Context: an optimization exercise on an open-source flow, tuned for a short achievable clock period and few clock cycles. The choices shown serve that exercise and are no tape-out recipe.
Where RTL was checked, it was by simulation tests only, not by an equivalence proof against the original.
The clock port is modelled as an ideal driver; clocking choices that lean on that would not hold on a real chip.
Power figures rest on the tool's default switching activity, not on a simulated workload.

## msprocessor
module msprocessor(clk,RESET,RUN,MemAddr,MemRData,MemWE,MemWData);
==> flow/config.mk <==
export PLATFORM = sky130hd
export DESIGN_NAME = msprocessor
export DESIGN_NICKNAME = msprocessor
export VERILOG_FILES = /design/flow/design.v
export SDC_FILE = /design/flow/constraint.sdc
export NUM_CORES = 4
export LEC_CHECK = 0
export ABC_CLOCK_PERIOD_IN_PS = 3000
export CAP_MARGIN = 20
export CORE_MARGIN = 2
export CORE_UTILIZATION = 40
export PLACE_DENSITY = 0.6
export SETUP_SLACK_MARGIN = 4.4
export SLEW_MARGIN = 20
==> flow/constraint.sdc <==
create_clock -name core_clock -period 7.5 [get_ports {clk}]
set_input_delay 1.5000 -clock core_clock [delete_from_list [all_inputs] [get_ports {clk}]]
set_output_delay 1.5000 -clock core_clock [all_outputs]
set_load 0.01 [all_outputs]
standard.sh (not shown) runs the stock make flow with config.mk's settings and CLKGATE_MAP_FILE= SYNTH_SCRIPT=/design/flow/synth_recipe.tcl, a recipe that flattens the netlist after the stock synthesis.
==> flow/flow/run.sh <==
#!/bin/bash
# The standard layout, with one step added after clock tree synthesis:
# flow/fix_io.tcl removes the buffers that placement left on the RUN -> MemWE
# path (between the port buffers). Everything else is the standard flow.
set -euo pipefail
export POST_CTS_TCL="$PWD/flow/fix_io.tcl"
bash standard.sh > standard.log 2>&1
==> flow/flow/fix_io.tcl <==
# Run after clock tree synthesis (POST_CTS_TCL). The only path from an input
# port to an output port is RUN -> MemWE (MemWE = store & RUN). Buffers that
# placement put between RUN's input buffer and the AND gate only add delay on
# it; remove them, keeping the port buffers at both ends.
set pe [find_timing_paths -from [get_ports RUN] -to [get_ports MemWE] -path_delay max]
set insts {}
foreach pt [get_property $pe points] {
  set pin [get_property $pt pin]
  set inst [get_cells -quiet -of_objects $pin]
  if { $inst eq "" } { continue }
  set name [get_full_name $inst]
  if { [lsearch -exact $insts $name] < 0 } { lappend insts $name }
}
puts "fix_io: RUN -> MemWE goes through $insts"
set extra {}
foreach name [lrange $insts 1 end-1] {
  set ref [get_property [get_cells $name] ref_name]
  if { [regexp {__(buf|clkbuf|dlygate|clkdlybuf)} $ref] } { lappend extra $name }
}
if { [llength $extra] > 0 } {
  puts "fix_io: removing $extra"
  remove_buffers [get_cells $extra]
}
report_checks -from [get_ports RUN] -to [get_ports MemWE]
Change:
--- a/flow/design.v
+++ b/flow/design.v
@@ -805,21 +805,21 @@
 wire y_br = cw2[15:14] == 2'b10 && cw2[13:11] != 3'b111;
 wire y_bx = cw2[15:14] == 2'b10 && cw2[13:11] == 3'b010;
 wire y_bc = cw2[15:14] == 2'b10 && cw2[13:11] >= 3'b011;
 wire y_ok = y_dp || cw2[15:12] == 4'b0101 || (y_br && !(y_bc && x_setf));
 wire [2:0] x_dst = cw[15:14] == 2'b00 ? cw[8:6] : cw[10:8];
 wire y_rnm = y_dp && cw2[13:9] <= 5'd4;      
 wire y_rd  = y_dp && cw2[13:9] >= 5'd6;      
 wire dep = x_dst != 3'd7 &&
 	((y_rnm && (cw2[5:3] == x_dst || cw2[2:0] == x_dst)) || (y_rd && cw2[8:6] == x_dst) ||
 	 (y_bx && cw2[10:8] == x_dst));
-localparam DUAL = 0;        
+localparam DUAL = 1;        
 wire pair = DUAL && chit && chit2 && x_ok && y_ok && !dep;
 wire [7:0] y_target;
 ks_add8 y_add(.a(pc3), .b(cw2[7:0]), .cin(1'b0), .s(y_target), .cout());
 wire y_jump = y_br && y_taken;
 wire [7:0] y_nxt = y_bx ? r2_x : y_jump ? y_target : pc2;
 wire [7:0] np  = pair ? pc2 : pc1;
 wire [7:0] np1 = pair ? pc3 : pc2;
 wire stw = dmode && st;      
 wire fillw = !dmode;         
 wire [7:0] pk [1:4];
After rerunning: The new run finished with timing, DRC and antenna clean. Total power climbs by 35%. Via count is higher by 89%. Clock-buffer cell count came out higher by 11. Register-to-register slack got worse by 0.29 ns. Combinational power increases by 130%. First-iteration DRC count rises by 130%. Utilization went up by 1.4 points. Hold slack gets worse by 0.032 ns.
No functional check of the RTL was part of any run of this note.

* * *

Setup of rev 12:
Another version of the RTL of msprocessor (not shown whole).
Size in the first run: ~4700 cells after synthesis, roughly 870 flip-flops, roughly 36 I/O pins, roughly 0.058 mm2 of cells after synthesis.
// msprocessor
module msprocessor(clk,RESET,RUN,MemAddr,MemRData,MemWE,MemWData);
input clk, RESET, RUN;
output [7:0] MemAddr;     
input [15:0] MemRData;    
output MemWE;             
output [7:0] MemWData;
reg [7:0] A;         
reg [7:0] pc;        
reg dmode;           
reg st;              
reg [7:0] wd;        
reg halted;
reg Zf, Cf;
reg [7:0] R [0:6];   
reg [7:0] opA, opB, opS;         
reg e_cin, e_we, e_setf;         
reg [2:0] e_wreg;
reg [9:0] e_ctl;                 
reg [7:0] opA2, opB2, opS2;
reg e2_cin, e2_we, e2_setf;
reg [2:0] e2_wreg;
reg [9:0] e2_ctl;
localparam CB = 5;
localparam NE = 1 << CB;
localparam DIST = 16;            
reg [15:0] cdat [0:NE-1];
reg [7-CB:0] ctag [0:NE-1];
reg [NE-1:0] cv;
reg [15:0] cw, cw2;  
reg chit;            
reg chit2;           
reg fh2, fh3;        
reg seqd;            
reg pmode;           
reg [7:0] ppf;
reg stq;             
reg [7:0] saq;       
assign MemAddr = A;
assign MemWData = wd;
assign MemWE = st & RUN;
wire [7:0] e_res, e2_res;
wire e_z, e_c, e2_z, e2_c;
exu x1(.a(opA), .b(opB), .s(opS), .cin(e_cin), .ctl(e_ctl), .res(e_res), .z(e_z), .c(e_c));
exu x2(.a(opA2), .b(opB2), .s(opS2), .cin(e2_cin), .ctl(e2_ctl), .res(e2_res), .z(e2_z), .c(e2_c));
wire Zn = e2_setf ? e2_z : e_setf ? e_z : Zf;
wire Cn = e2_setf ? e2_c : e_setf ? e_c : Cf;
wire [7:0] w_data = dmode ? MemRData[7:0] : e_res;
wire f_go = chit || (!dmode && !pmode);
wire [15:0] I = chit ? cw : MemRData;
wire f_dp   = I[15:14] == 2'b00;
wire f_mem  = I[15:14] == 2'b01;
wire f_br   = I[15:14] == 2'b10;
  ...
clock: 7.5 ns
lec_check: 0
abc_clock_period_in_ps: 3000
cap_margin: 20
core_margin: 2
core_utilization: 40
place_density: 0.6
setup_slack_margin: 4.4
slew_margin: 20
Scripts as last shown in full above: flow/flow/run.sh, flow/flow/fix_io.tcl
Rev 12 ran to completion and came out clean on the timing, design-rule and antenna checks.
### rev 12 -> rev 13
-- flow/design.v --
<<< rev 12, line 795
edec dc1(.w(I), .rm(r_m), .link(pc1), .we(d_we), .wreg(d_wreg), .setf(d_setf), .ctl(d_ctl), .b(d_b), .cin(d_cin));
edec dc2(.w(cw2), .rm(r2_m), .link(pc2), .we(d2_we), .wreg(d2_wreg), .setf(d2_setf), .ctl(d2_ctl), .b(d2_b), .cin(d2_cin));
wire taken, y_taken;
brc b1(.cond(cond), .z(Zn), .c(Cn), .taken(taken));
brc b2(.cond(cw2[13:11]), .z(Zn), .c(Cn), .taken(y_taken));
wire [7:0] target;
ks_add8 t_add(.a(pc2), .b(I[7:0]), .cin(1'b0), .s(target), .cout());
>>> rev 13, line 795
edec dc1(.w(I), .rm(r_m), .link(pc1), .we(d_we), .wreg(d_wreg), .setf(d_setf), .ctl(d_ctl), .b(d_b), .cin(d_cin));
edec dc2(.w(cw2), .rm(r2_m), .link(pc2), .we(d2_we), .wreg(d2_wreg), .setf(d2_setf), .ctl(d2_ctl), .b(d2_b), .cin(d2_cin));
wire taken;
brc b1(.cond(cond), .z(Zn), .c(Cn), .taken(taken));
wire [7:0] target;
ks_add8 t_add(.a(pc2), .b(I[7:0]), .cin(1'b0), .s(target), .cout());
<<< rev 12, line 803
wire seq = !f_bx && !(f_br && taken);
wire x_ok = (cw[15:14] == 2'b00 && cw[13:9] <= 5'd10) || cw[15:12] == 4'b0101;
wire x_setf = cw[15:14] == 2'b00 && cw[13:9] <= 5'd4;
wire y_dp = cw2[15:14] == 2'b00 && cw2[13:9] <= 5'd10;
wire y_br = cw2[15:14] == 2'b10 && cw2[13:11] != 3'b111;
wire y_bx = cw2[15:14] == 2'b10 && cw2[13:11] == 3'b010;
wire y_bc = cw2[15:14] == 2'b10 && cw2[13:11] >= 3'b011;
wire y_ok = y_dp || cw2[15:12] == 4'b0101 || (y_br && !(y_bc && x_setf));
wire [2:0] x_dst = cw[15:14] == 2'b00 ? cw[8:6] : cw[10:8];
wire y_rnm = y_dp && cw2[13:9] <= 5'd4;      
>>> rev 13, line 802
wire seq = !f_bx && !(f_br && taken);
wire x_ok = (cw[15:14] == 2'b00 && cw[13:9] <= 5'd10) || cw[15:12] == 4'b0101;
wire y_dp = cw2[15:14] == 2'b00 && cw2[13:9] <= 5'd10;
wire y_br = cw2[15:14] == 2'b10 && cw2[13:11] != 3'b111;
wire y_bx = cw2[15:14] == 2'b10 && cw2[13:11] == 3'b010;
wire y_bc = cw2[15:14] == 2'b10 && cw2[13:11] >= 3'b011;
wire y_ok = y_dp || cw2[15:12] == 4'b0101 || (y_br && !y_bc);
wire [2:0] x_dst = cw[15:14] == 2'b00 ? cw[8:6] : cw[10:8];
wire y_rnm = y_dp && cw2[13:9] <= 5'd4;      
<<< rev 12, line 819
wire [7:0] y_target;
ks_add8 y_add(.a(pc3), .b(cw2[7:0]), .cin(1'b0), .s(y_target), .cout());
wire y_jump = y_br && y_taken;
wire [7:0] y_nxt = y_bx ? r2_x : y_jump ? y_target : pc2;
wire [7:0] np  = pair ? pc2 : pc1;
wire [7:0] np1 = pair ? pc3 : pc2;
>>> rev 13, line 817
wire [7:0] y_target;
ks_add8 y_add(.a(pc3), .b(cw2[7:0]), .cin(1'b0), .s(y_target), .cout());
wire jump = pair ? y_br : !seq;
wire [7:0] jaddr = pair ? (y_bx ? r2_x : y_target) : (f_bx ? r_x : target);
wire [7:0] np  = pair ? pc2 : pc1;
wire [7:0] np1 = pair ? pc3 : pc2;
<<< rev 12, line 941
				opS2 <= r2_d;
			end
			pc <= pair ? y_nxt : nxt;
			cw <= w_np;
			cw2 <= w_np1;
>>> rev 13, line 939
				opS2 <= r2_d;
			end
			pc <= jump ? jaddr : np;
			cw <= w_np;
			cw2 <= w_np1;
<<< rev 12, line 947
			fh2 <= k_np1;
			fh3 <= k_np2;
			chit <= (pair ? !y_jump : seq) && h_np;
			seqd <= pair ? !y_jump : seq;
			if ((pair ? !y_jump : seq) && h_fast) begin
				pmode <= 1'b1;
				A <= pfa;
				ppf <= pfa1;
			end else begin
				A <= pair ? y_nxt : nxt;
			end
		end
	end
>>> rev 13, line 945
			fh2 <= k_np1;
			fh3 <= k_np2;
			chit <= !jump && h_np;
			seqd <= !jump;
			pmode <= !jump && h_fast;
			if (!jump && h_fast) ppf <= pfa1;
			A <= jump ? jaddr : (h_fast ? pfa : np);
		end
	end
### Flow results
Rev 13 completed end to end with timing, DRC and antenna clean.
Looking at required time reported for the critical path endpoint, rev 13 sits 0.13 ns higher than rev 12 does.
Setup slack for rev 13 is higher than for rev 12.
Delay contributed by the slowest stage of the critical path (higher): rev 13
From rev 12 to rev 13 the numbers moved as follows: critical path depth roughly the same; highest net fanout along the worst path saw an increase.
Testbench counts of rev 13, summed over its fixed seeds: cycles 12,422.
Function not checked in rev 12: the RTL went through the layout flow alone.

static timing again, ports no longer ideal:
Ports are ideal in the flow. The routed layouts listed here were re-timed in OpenROAD. Step 1 assumes that a clkbuf_16 drives the clock port and a buf_2 every other input. Step 2 times the ports against the registers' clock, not the clock port: input delays grow and output delays shrink by t, the midpoint of the rising clock arrivals with the driver on. Slacks: no drivers / after step 1 / after step 2; pairs: no drivers / after step 1.
run | t, ns | slack for setup (ns) | slew at the worst register clock pin (ns)
the first run of note 1 | 0.863 | 3.940 / 3.940 / 3.258 | 0.07 / 0.07
the second run of note 1 | 0.915 | 3.647 / 3.647 / 3.034 | 0.07 / 0.07
rev 12 | 0.813 | 3.487 / 3.487 / 2.976 | 0.07 / 0.07
rev 13 | 0.803 | 3.752 / 3.752 / 3.082 | 0.07 / 0.07
After both steps setup and hold are still met in every run listed. For the first run of note 1, which loses most, drivers alone change the setup slack by 0.000 ns; drivers and shift together by -0.682 ns.
